From an optimization exercise on the open Yosys and OpenROAD flow, aimed at small area; shortcuts taken in it are not production practice. The RTL was checked by simulation tests, not by an equivalence proof against the original design.

==> flow/design.v (outline; a module is shown in full before it is edited, if it fits) <==
// module mult_butterfly: 21 lines
// module butterfly: 1825 lines
// module bfly_fa: 4 lines
// module bfly_ha: 4 lines
module butterfly #(
    parameter DATA_WIDTH = 16
)(
    input clk_data,
    input rst,
    input en,
    input signed [DATA_WIDTH - 1: 0] xp_real,
    input signed [DATA_WIDTH - 1: 0] xp_imag,
    input signed [DATA_WIDTH - 1: 0] xq_real,
    input signed [DATA_WIDTH - 1: 0] xq_imag,
    input signed [DATA_WIDTH - 1: 0] factor_real,
    input signed [DATA_WIDTH - 1: 0] factor_imag,
    output valid,
    output signed [DATA_WIDTH - 1: 0] yp_real,
    output signed [DATA_WIDTH - 1: 0] yp_imag,
    output signed [DATA_WIDTH - 1: 0] yq_real,
    output signed [DATA_WIDTH - 1: 0] yq_imag
    );
  // ...
==> flow/run.sh <==
#!/bin/bash
# synth_recipe.tcl (not shown) runs the flow's synth.tcl, then flattens the netlist and writes it again
# the make line also repeats each setting of config.mk as NAME=value (left out here)
make -C /OpenROAD-flow-scripts/flow DESIGN_CONFIG=/design/flow/config.mk WORK_HOME=/design/flow/orfs CLKGATE_MAP_FILE= SYNTH_SCRIPT=/design/flow/synth_recipe.tcl finish
==> flow/config.mk <==
export PLATFORM = sky130hd
export DESIGN_NAME = butterfly
export DESIGN_NICKNAME = butterfly
export VERILOG_FILES = /design/flow/design.v
export SDC_FILE = /design/flow/constraint.sdc
export NUM_CORES = 4
export LEC_CHECK = 0
export ABC_AREA = 1
export CAP_MARGIN = 20
export CORE_MARGIN = 2
export CORE_UTILIZATION = 40
export SLEW_MARGIN = 20
export SYNTH_HIERARCHICAL = 1
export SYNTH_MINIMUM_KEEP_SIZE = 0
==> flow/constraint.sdc <==
create_clock -name core_clock -period 7.0 [get_ports {clk_data}]
set_input_delay 1.4000 -clock core_clock [delete_from_list [all_inputs] [get_ports {clk_data}]]
set_output_delay 1.4000 -clock core_clock [all_outputs]
set_load 0.01 [all_outputs]
==> results.txt, run 1 <==
- The multi-input combinational cells in the finished layout cover a total of 24000 um2.
- The die area is 73500 um2.
- For met3 alone, demand over resource in global routing was 0.0544.
- The highest net fanout along the worst path is 21.
- The capturing element type of the critical path is a register.
- The total negative slack is 0 ns.
- The average wire length per cell after detail routing is 24.6 um.
- The mapped netlist covers 28500 um2.
- Once the clock tree was built, the setup fixing pass inserted 0 buffers.
- Of all the cell area in the finished design, non-clock buffers hold 0.0914.
- The floorplan row count is 97.
- The first-pass GRT wire length is 158 mm.
- The non-clock inverters instantiated in the layout total 305.
- Measured on the final layout, the clock distribution area share stands at 0.0185.
- The run finished with no timing, DRC or antenna violations.
- TritonCTS built the clock tree.
- The number of different library cells in the post-synthesis netlist is 38.
- The worst hold path passes through 2 cells.
- The met2 usage in global routing is 0.458.
- The launching instance or port of the critical path is factor_real[4].
- The area share of fa/ha/maj cells after synthesis is 0.418.
- The commonest non-fill, non-tap cell in the layout is xor2_1.
- The most used flip-flop cell after synthesis is dfxtp_1.
- In the detailed route, the total length drawn on met3 is 8.41 mm.
- Of the total synthesized cell area, the portion taken by AND, OR, NAND and NOR gates is 0.0869.
- For the pin with the worst max-slew slack, the measured transition is 1.01 ns.
- CTS built an H-tree with a depth of 4.
- The multi-input combinational cell count is 2495.
==> inputs of run 2 (changes only) <==
--- a/flow/config.mk
+++ b/flow/config.mk
@@ -6,9 +6,9 @@
 export NUM_CORES = 4
 export LEC_CHECK = 0
 export ABC_AREA = 1
-export CAP_MARGIN = 20
+export CAP_MARGIN = 0
 export CORE_MARGIN = 2
 export CORE_UTILIZATION = 40
-export SLEW_MARGIN = 20
+export SLEW_MARGIN = 0
 export SYNTH_HIERARCHICAL = 1
 export SYNTH_MINIMUM_KEEP_SIZE = 0
==> results.txt, run 2 <==
- Result of the run: timing/DRC/antenna clean (unchanged).
- The first-pass GRT wire length was 158 mm (unchanged).
- Most used standard cells in the synthesized netlist: xor2_1 (551), fa_1 (482), o22ai_1 (428) (unchanged).
- The deepest level of the CTS H-tree was 4 (unchanged).
- The cell repeated most along the worst path is fa_1 (unchanged).
- The top cell family by delay on the critical path is adder cells (unchanged).
- The floorplan row count was 97 (unchanged).
- The capturing element type of the critical path is a register (unchanged).
- The TritonCTS buffer count came to 17 (unchanged).
- Largest cells by area after synthesis: fa_1 (34%), xor2_1 (17%), o22ai_1 (9.4%), dfxtp_1 (8.0%), ha_1 (8.0%) (unchanged).
- The DRC marker count from the first detailed-route iteration is 2439 (unchanged).
- The hold-fix buffer count after cts is 0 (unchanged).
- The number of maximum-capacitance constraint violations is 0 (unchanged).
- The headroom to the max-slew limit is 0.325 (unchanged).
- The number of warnings reported in the yosys synthesis log was 7 (unchanged).
- The I/O pin total is 164 (unchanged).
- The number of pins exceeding their max-slew limit in the final report is 0 (unchanged).
- The path category of the worst min-delay check is register to register (unchanged).
- The total of cells resized after clock tree synthesis is 0 (unchanged).
- The highest net fanout along the worst path is 21 (unchanged).
- The synthesized area per cell is 9.03 um2 (unchanged).
- The startpoint type of the worst setup path is an input pin (unchanged).
- The port buffer count came to 163 (unchanged).
- The pre-CTS worst setup slack came to 0.292 ns (unchanged).
- The slack of the critical path is 0.714 ns (unchanged).
- The clock skew is 0.0000510 ns (unchanged).
- Critical Path, Cell by Cell: clkdlybuf4s50_1 > nor2_1 > nor2_2 > inv_2 > o22ai_1 > xor2_1 > fa_1 > fa_1 > fa_1 > fa_1 > fa_1 > ha_1 > inv_1 > ha_1 > xnor2_1 > nor3_1 > nand4_1 > nor2_1 (unchanged).
- The top cell type by total area after synthesis was fa_1 (unchanged).
- The share of synthesized area occupied by flip-flops and latches is 0.0800 (unchanged).
- The buffer cell driving the clock tree root was clkbuf_16 (unchanged).
- The cell with the largest stage delay on the worst path is fa_1 (unchanged).
- The post-detailed-route count of antenna-violating nets is 0 (unchanged).
- The slew at the pin closest to its max-slew limit is 1.01 ns (unchanged).
- The sum of routed wire length over all layers is 104 mm (unchanged).
- The die area came to 73500 um2 (unchanged).
- The post-layout net count is 4031 (unchanged).
- The post-synthesis sequential element count was 114 (unchanged).
- The total DRC errors in the routed layout came to 0 (unchanged).
- The class of the most critical setup path is input pin to register (unchanged).
- The count of flip-flops with a built-in enable after synthesis is 0 (unchanged).
- The final setup violation count is 0 (unchanged).
- The post-route fraction of the period consumed by the critical path is 0.898 (unchanged).
- The number of different library cells in the post-synthesis netlist came to 38 (unchanged).
- The final estimated routing congestion in global placement is 0.965 (unchanged).
- The number of antenna violations at the first check in global routing was 2 (unchanged).
- The fraction of layout instances using a drive strength above 1 came to 0.105 (unchanged).
- The fraction of synthesis flops using an asynchronous set or reset pin is 0 (unchanged).
- The instance count of the mapped netlist is 3162 (unchanged).
- The overall routing resource usage is 0.285 (unchanged).
- The critical path data required time is 7.43 ns (about the same).
- The peak clock frequency supported by timing is 0.159 GHz (unchanged).
- The hold violation count in the final report is 0 (unchanged).
- The number of global-route vias before repair is 25100 (unchanged).
- The clock sink total came to 114 (unchanged).
- The pin count of the biggest net entering global routing is 33 (unchanged).
- The total negative slack is 0 ns (unchanged).
- The endpoint arrival time on the critical path is 6.71 ns (about the same).
- The estimated wirelength of the detail-placed design is 83.7 mm (unchanged).
- The number of buffers and inverters on the critical path is 3 (unchanged).
- Most frequent cells in the layout: xor2_1 (551), fa_1 (482), o22ai_1 (428) (unchanged).
- The combined area of all synthesized cells is 28500 um2 (unchanged).
- The minimum period implied by the final worst setup slack came to 6.29 ns (unchanged).
- The number of buffers between clock root and the deepest sink was 2 (unchanged).
- The relative area change from synthesis to final layout is 12.5% (unchanged).
- The chip height is 271 um (unchanged).
- The die span in x is 271 um (unchanged).
- The via density per instance is 5.79 (unchanged).
- The starting density of the core was 0.405 (unchanged).
- The clock latency reported for the late side of the worst-skew pair is 0.47 ns (about the same).
- The final standard cell utilization of the core was 0.456 (unchanged).
- The overflow left after global routing is 0 (unchanged).
- The commonest non-fill, non-tap cell in the layout is xor2_1 (unchanged).
- The number of setup buffers added after CTS is 0 (unchanged).
- The length of the first detailed-routing pass in iterations is 8 (unchanged).
- The maximum cell stage delay along the critical path is 0.58 ns (about the same).
- The net count after synthesis is 3925 (unchanged).
- The most used standard cell by instance count after synthesis is xor2_1 (unchanged).
- The overall via count from detail_route is 24400 (unchanged).
- Setup repair after global routing missed its margin: no (unchanged).
- The clock transition at the registers of the reported paths is 0.07 ns (about the same).
- The total inserted antenna cells is 0 (unchanged).
- The top-area cell type share of the netlist area is 0.338 (unchanged).
- The average wire length per cell after detail routing was 24.6 um (unchanged).
- The total core area is 70400 um2 (unchanged).
- The clock tree from TritonCTS is done (unchanged).
- The most used flip-flop cell after synthesis is dfxtp_1 (unchanged).
==> run 2: area by class of cell <==
type | count | area [um2]
well taps | 940 | 1180
clock inverters | 14 | 164
repair buffers | 335 | 2930
multi-input cells | 2495 | 24000
fillers | 6896 | 38300
flip-flops and latches | 114 | 2280
clock buffers | 18 | 429
inverters | 305 | 1140
==> run 2: cell families after synthesis <==
group | synth area share
AOI/OAI and AO/OA | 0.157
xor gates and xnor gates | 0.176
adders and majority gates | 0.418
buffers and inverters | 0.0821
DFF | 0.0800
and+or+nand+nor | 0.0869
==> run 2: worst min-delay path, cell delays in order, from the launching register on <==
cell,delay [ns]
dfxtp_1,0.29
inv_1,0.04
nor2_1,0.03
==> run 2: modules after synthesis, one instance, submodules excluded <==
module,area (um2),copies in the design,flip-flops and latches
bfly_ha,12.5,38,0
butterfly,18500,1,114
bfly_fa,20.0,480,0
==> run 2: metal layers <==
layer,GRT usage,part of all wire,up-vias
li1,-,-,10700
met1,0.360,0.40,12100
met2,0.458,0.46,1306
met3,0.0544,0.081,299
met4,0.165,0.064,2
met5,0,0.00013,-
==> run 2: worst paths after layout <==
| check | startpoint | end | slack, ns | depth (start not counted) |
|---|---|---|---|---|
| hold reg to reg | v1 | v2 | 0.40 | 2 |
| setup reg to reg | v1 | v2 | 6.54 | 2 |
| hold / removal | v1 | v2 | 0.40 | 2 |
| setup / recovery | factor_real[4] | re_zr | 0.71 | 18 |
==> run 2: per-stage QoR <==
step	instances	area, um2	hold slack (ns)
after CTS	4221	32100	0.404
after detailed placement	4189	31500	0.395
final	4221	32100	0.400
after global placement	4189	31500	0.390
after global routing	4221	32100	0.439
after floorplan	3162	28500	0.388
==> inputs of run 3 (changes only) <==
--- a/flow/config.mk
+++ b/flow/config.mk
@@ -9,6 +9,8 @@
 export CAP_MARGIN = 0
 export CORE_MARGIN = 2
 export CORE_UTILIZATION = 40
+export CTS_BUF_LIST = sky130_fd_sc_hd__clkbuf_8
+export CTS_CLUSTER_SIZE = 30
 export SLEW_MARGIN = 0
 export SYNTH_HIERARCHICAL = 1
 export SYNTH_MINIMUM_KEEP_SIZE = 0
==> results.txt, run 3 <==
- The port buffer count is 163 (unchanged).
- The cell with the largest stage delay on the worst path is fa_1 (unchanged).
- The total of cells resized after clock tree synthesis came to 0 (unchanged).
- Most frequent cells in the layout: xor2_1 (551), fa_1 (482), o22ai_1 (428) (unchanged).
- Result of the run: timing/DRC/antenna clean (unchanged).
- The minimum period implied by the final worst setup slack was 6.23 ns (was 6.29 ns).
- The combined area of all synthesized cells came to 28500 um2 (unchanged).
- The number of global-route vias before repair was 25100 (unchanged).
- The post-detailed-route count of antenna-violating nets is 0 (unchanged).
- The sum of routed wire length over all layers is 104 mm (about the same).
- The pin count of the biggest net entering global routing is 33 (unchanged).
- The class of the most critical setup path is input pin to register (unchanged).
- The post-route fraction of the period consumed by the critical path came to 0.890 (was 0.898).
- The DRC marker count from the first detailed-route iteration came to 2319 (was 2439).
- The path category of the worst min-delay check was register to register (unchanged).
- The clock sink total came to 114 (unchanged).
- The via density per instance is 5.79 (about the same).
- The hold violation count in the final report is 0 (unchanged).
- The number of maximum-capacitance constraint violations is 0 (unchanged).
- The floorplan row count is 97 (unchanged).
- The top cell family by delay on the critical path is adder cells (unchanged).
- The clock latency reported for the late side of the worst-skew pair is 0.53 ns (was 0.47 ns).
- The total core area was 70400 um2 (unchanged).
- The number of different library cells in the post-synthesis netlist is 38 (unchanged).
- The die span in x is 271 um (unchanged).
- The number of buffers and inverters on the critical path is 3 (unchanged).
- The top cell type by total area after synthesis is fa_1 (unchanged).
- The number of buffers between clock root and the deepest sink is 2 (unchanged).
- The setup slack of the worst register-to-register path was 6.54 ns (about the same).
- The number of antenna violations at the first check in global routing came to 3 (was 2).
- The critical path data required time is 7.49 ns (was 7.43 ns).
- The post-synthesis mux area share is 0 (unchanged).
- The maximum cell stage delay along the critical path was 0.58 ns (about the same).
- The deepest level of the CTS H-tree is 4 (unchanged).
- The total negative slack is 0 ns (unchanged).
- The fraction of synthesis flops using an asynchronous set or reset pin came to 0 (unchanged).
- The synthesized-area fraction occupied by ao, oa, aoi and oai cells is 0.157 (unchanged).
- The number of fill cells came to 6924 (was 6896).
- The startpoint type of the worst setup path is an input pin (unchanged).
- The share of synthesized area occupied by flip-flops and latches was 0.0800 (unchanged).
- The peak clock frequency supported by timing is 0.161 GHz (was 0.159 GHz).
- The synthesized area per cell is 9.03 um2 (unchanged).
- The first-pass GRT wire length came to 158 mm (about the same).
- The post-route cell area was 31900 um2 (was 32100 um2).
- The count of flip-flops with a built-in enable after synthesis is 0 (unchanged).
- The final setup violation count is 0 (unchanged).
- The highest net fanout along the worst path is 21 (unchanged).
- The die area was 73500 um2 (unchanged).
- The capturing element type of the critical path is a register (unchanged).
- The simple-gate portion of the synthesized area is 0.0869 (unchanged).
- The headroom to the max-slew limit is 0.329 (was 0.325).
- The area share of fa/ha/maj cells after synthesis is 0.418 (unchanged).
- The largest family of logic cells by synthesized area is adder cells (unchanged).
- The clock tree from TritonCTS is done (unchanged).
- The number of pins exceeding their max-slew limit in the final report is 0 (unchanged).
- The overall routing resource usage was 0.285 (about the same).
- The post-layout net count is 4031 (unchanged).
- The final standard cell utilization of the core is 0.453 (was 0.456).
- The number of setup buffers added after CTS is 0 (unchanged).
- The relative area change from synthesis to final layout is 11.8% (was 12.5%).
- The length of the first detailed-routing pass in iterations is 6 (was 8).
- The slew at the pin closest to its max-slew limit is 1.01 ns (about the same).
- The fraction of layout instances using a drive strength above 1 is 0.105 (unchanged).
- The number of warnings reported in the yosys synthesis log came to 7 (unchanged).
- The average wire length per cell after detail routing is 24.6 um (about the same).
- The most used standard cell by instance count after synthesis is xor2_1 (unchanged).
- The final estimated routing congestion in global placement was 0.965 (unchanged).
- Critical Path, Cell by Cell: clkdlybuf4s50_1 > nor2_1 > nor2_2 > inv_2 > o22ai_1 > xor2_1 > fa_1 > fa_1 > fa_1 > fa_1 > fa_1 > ha_1 > inv_1 > ha_1 > xnor2_1 > nor3_1 > nand4_1 > nor2_1 (unchanged).
- The clock skew is 0.0000510 ns (about the same).
- Setup repair after global routing missed its margin: no (unchanged).
- The buffer cell driving the clock tree root was clkbuf_8 (was clkbuf_16).
- The total cell area at the placement stage came to 31500 um2 (unchanged).
- The final-layout worst hold slack is 0.403 ns (was 0.400 ns).
- The most used flip-flop cell after synthesis is dfxtp_1 (unchanged).
- The clock transition at the registers of the reported paths is 0.10 ns (was 0.07 ns).
- The total DRC errors in the routed layout is 0 (unchanged).
- Largest cells by area after synthesis: fa_1 (34%), xor2_1 (17%), o22ai_1 (9.4%), dfxtp_1 (8.0%), ha_1 (8.0%) (unchanged).
- The estimated wirelength of the detail-placed design is 83.7 mm (unchanged).
- The endpoint arrival time on the critical path was 6.72 ns (was 6.71 ns).
- The instance count of the mapped netlist was 3162 (unchanged).
- The chip height is 271 um (unchanged).
- The TritonCTS buffer count is 17 (unchanged).
- The cell repeated most along the worst path is fa_1 (unchanged).
- The post-synthesis share of cell area spent on xor and xnor gates is 0.176 (unchanged).
- The hold-fix buffer count after cts came to 0 (unchanged).
- The I/O pin total is 164 (unchanged).
- The starting density of the core is 0.405 (unchanged).
- The net count after synthesis came to 3925 (unchanged).
- Most used standard cells in the synthesized netlist: xor2_1 (551), fa_1 (482), o22ai_1 (428) (unchanged).
- The commonest non-fill, non-tap cell in the layout was xor2_1 (unchanged).
- The overall via count from detail_route was 24400 (about the same).
- The overflow left after global routing was 0 (unchanged).
- The post-synthesis sequential element count came to 114 (unchanged).
- The top-area cell type share of the netlist area is 0.338 (unchanged).
run 3: routing by layer:
metal  GRT usage  wire (um)
met1       0.361      41400
met2       0.458      47600
met3      0.0518       8290
met4       0.165       6680
met5           0         14
run 3: cell type report:
type	instances	area (um2)	share of cell area
Clock buffer	17	234	0.00733
Clock inverter	15	168	0.00525
Timing Repair Buffer	335	2930	0.0919
Multi-Input combinational cell	2495	24000	0.751
Sequential cell	114	2280	0.0715
Inverter	305	1140	0.0359
Antenna cell	1	2.50	0.0000784
Tap cell	940	1180	0.0369
run 3: final timing paths:
kind                                startpoint    end  depth (start not counted)
worst max register to register              v1     v2                          2
worst min register to register              v1     v2                          2
worst max-delay path            factor_real[4]  re_zr                         18
worst min-delay path                        v1     v2                          2
run 3: logic make-up after synthesis:
logic type,Yosys count
DFF,114
xor gates and xnor gates,573
adders and majority gates,664
AOI/OAI and AO/OA,669
and+or+nand+nor,589
buffers and inverters,553
run 3: tightest hold or removal path: stages, from the launching register on:
cell     delay, ns
dfxtp_1       0.30
inv_1         0.04
nor2_1        0.03
run 3: modules after synthesis, one instance, submodules excluded:
module,times used,area (um2)
butterfly,1,18500
bfly_ha,38,12.5
bfly_fa,480,20.0
run 3: per-stage QoR:
stage	std cells	setup WS (ns)
2_1_floorplan	3162	1.17
3_3_place_gp	4189	0.363
3_5_place_dp	4189	0.292
4_1_cts	4221	0.855
5_1_grt	4222	0.620
6_report	4222	0.771

-- afterwards: timing with drivers on the ports --
In the flow no input, the clock included, has a driving cell. The finished layouts below were timed again as built, in two steps. Step 1 sets driving cells, clkbuf_16 on the clock port and buf_2 on the other inputs (assumed; they add their load-dependent delay and slew). Step 2 adds t to the input delays and takes it off the output delays; t is the mean of the earliest and latest rising clock arrival at the registers after step 1. Input paths then give back, and output paths get back, about the clock's delay inside the block. Slacks: ideal / step 1 / step 2; pairs: ideal / step 1.
run | t (ns) | setup slack, ns | hold WS [ns] | worst setup path at the end | clock arrival spread, ns
run 1 | 0.534 | 0.714 / 0.709 / 0.176 | 0.400 / 0.400 / 0.400 | input to register | 0.036 / 0.035
run 2 | 0.534 | 0.714 / 0.709 / 0.176 | 0.400 / 0.400 / 0.400 | input to register | 0.036 / 0.035
run 3 | 0.592 | 0.771 / 0.724 / 0.132 | 0.403 / 0.403 / 0.403 | input to register | 0.034 / 0.034
After both steps every run listed still meets setup and hold. The setup slack of run 3, which loses most, moves by -0.047 ns with the drivers and by -0.639 ns with both steps.
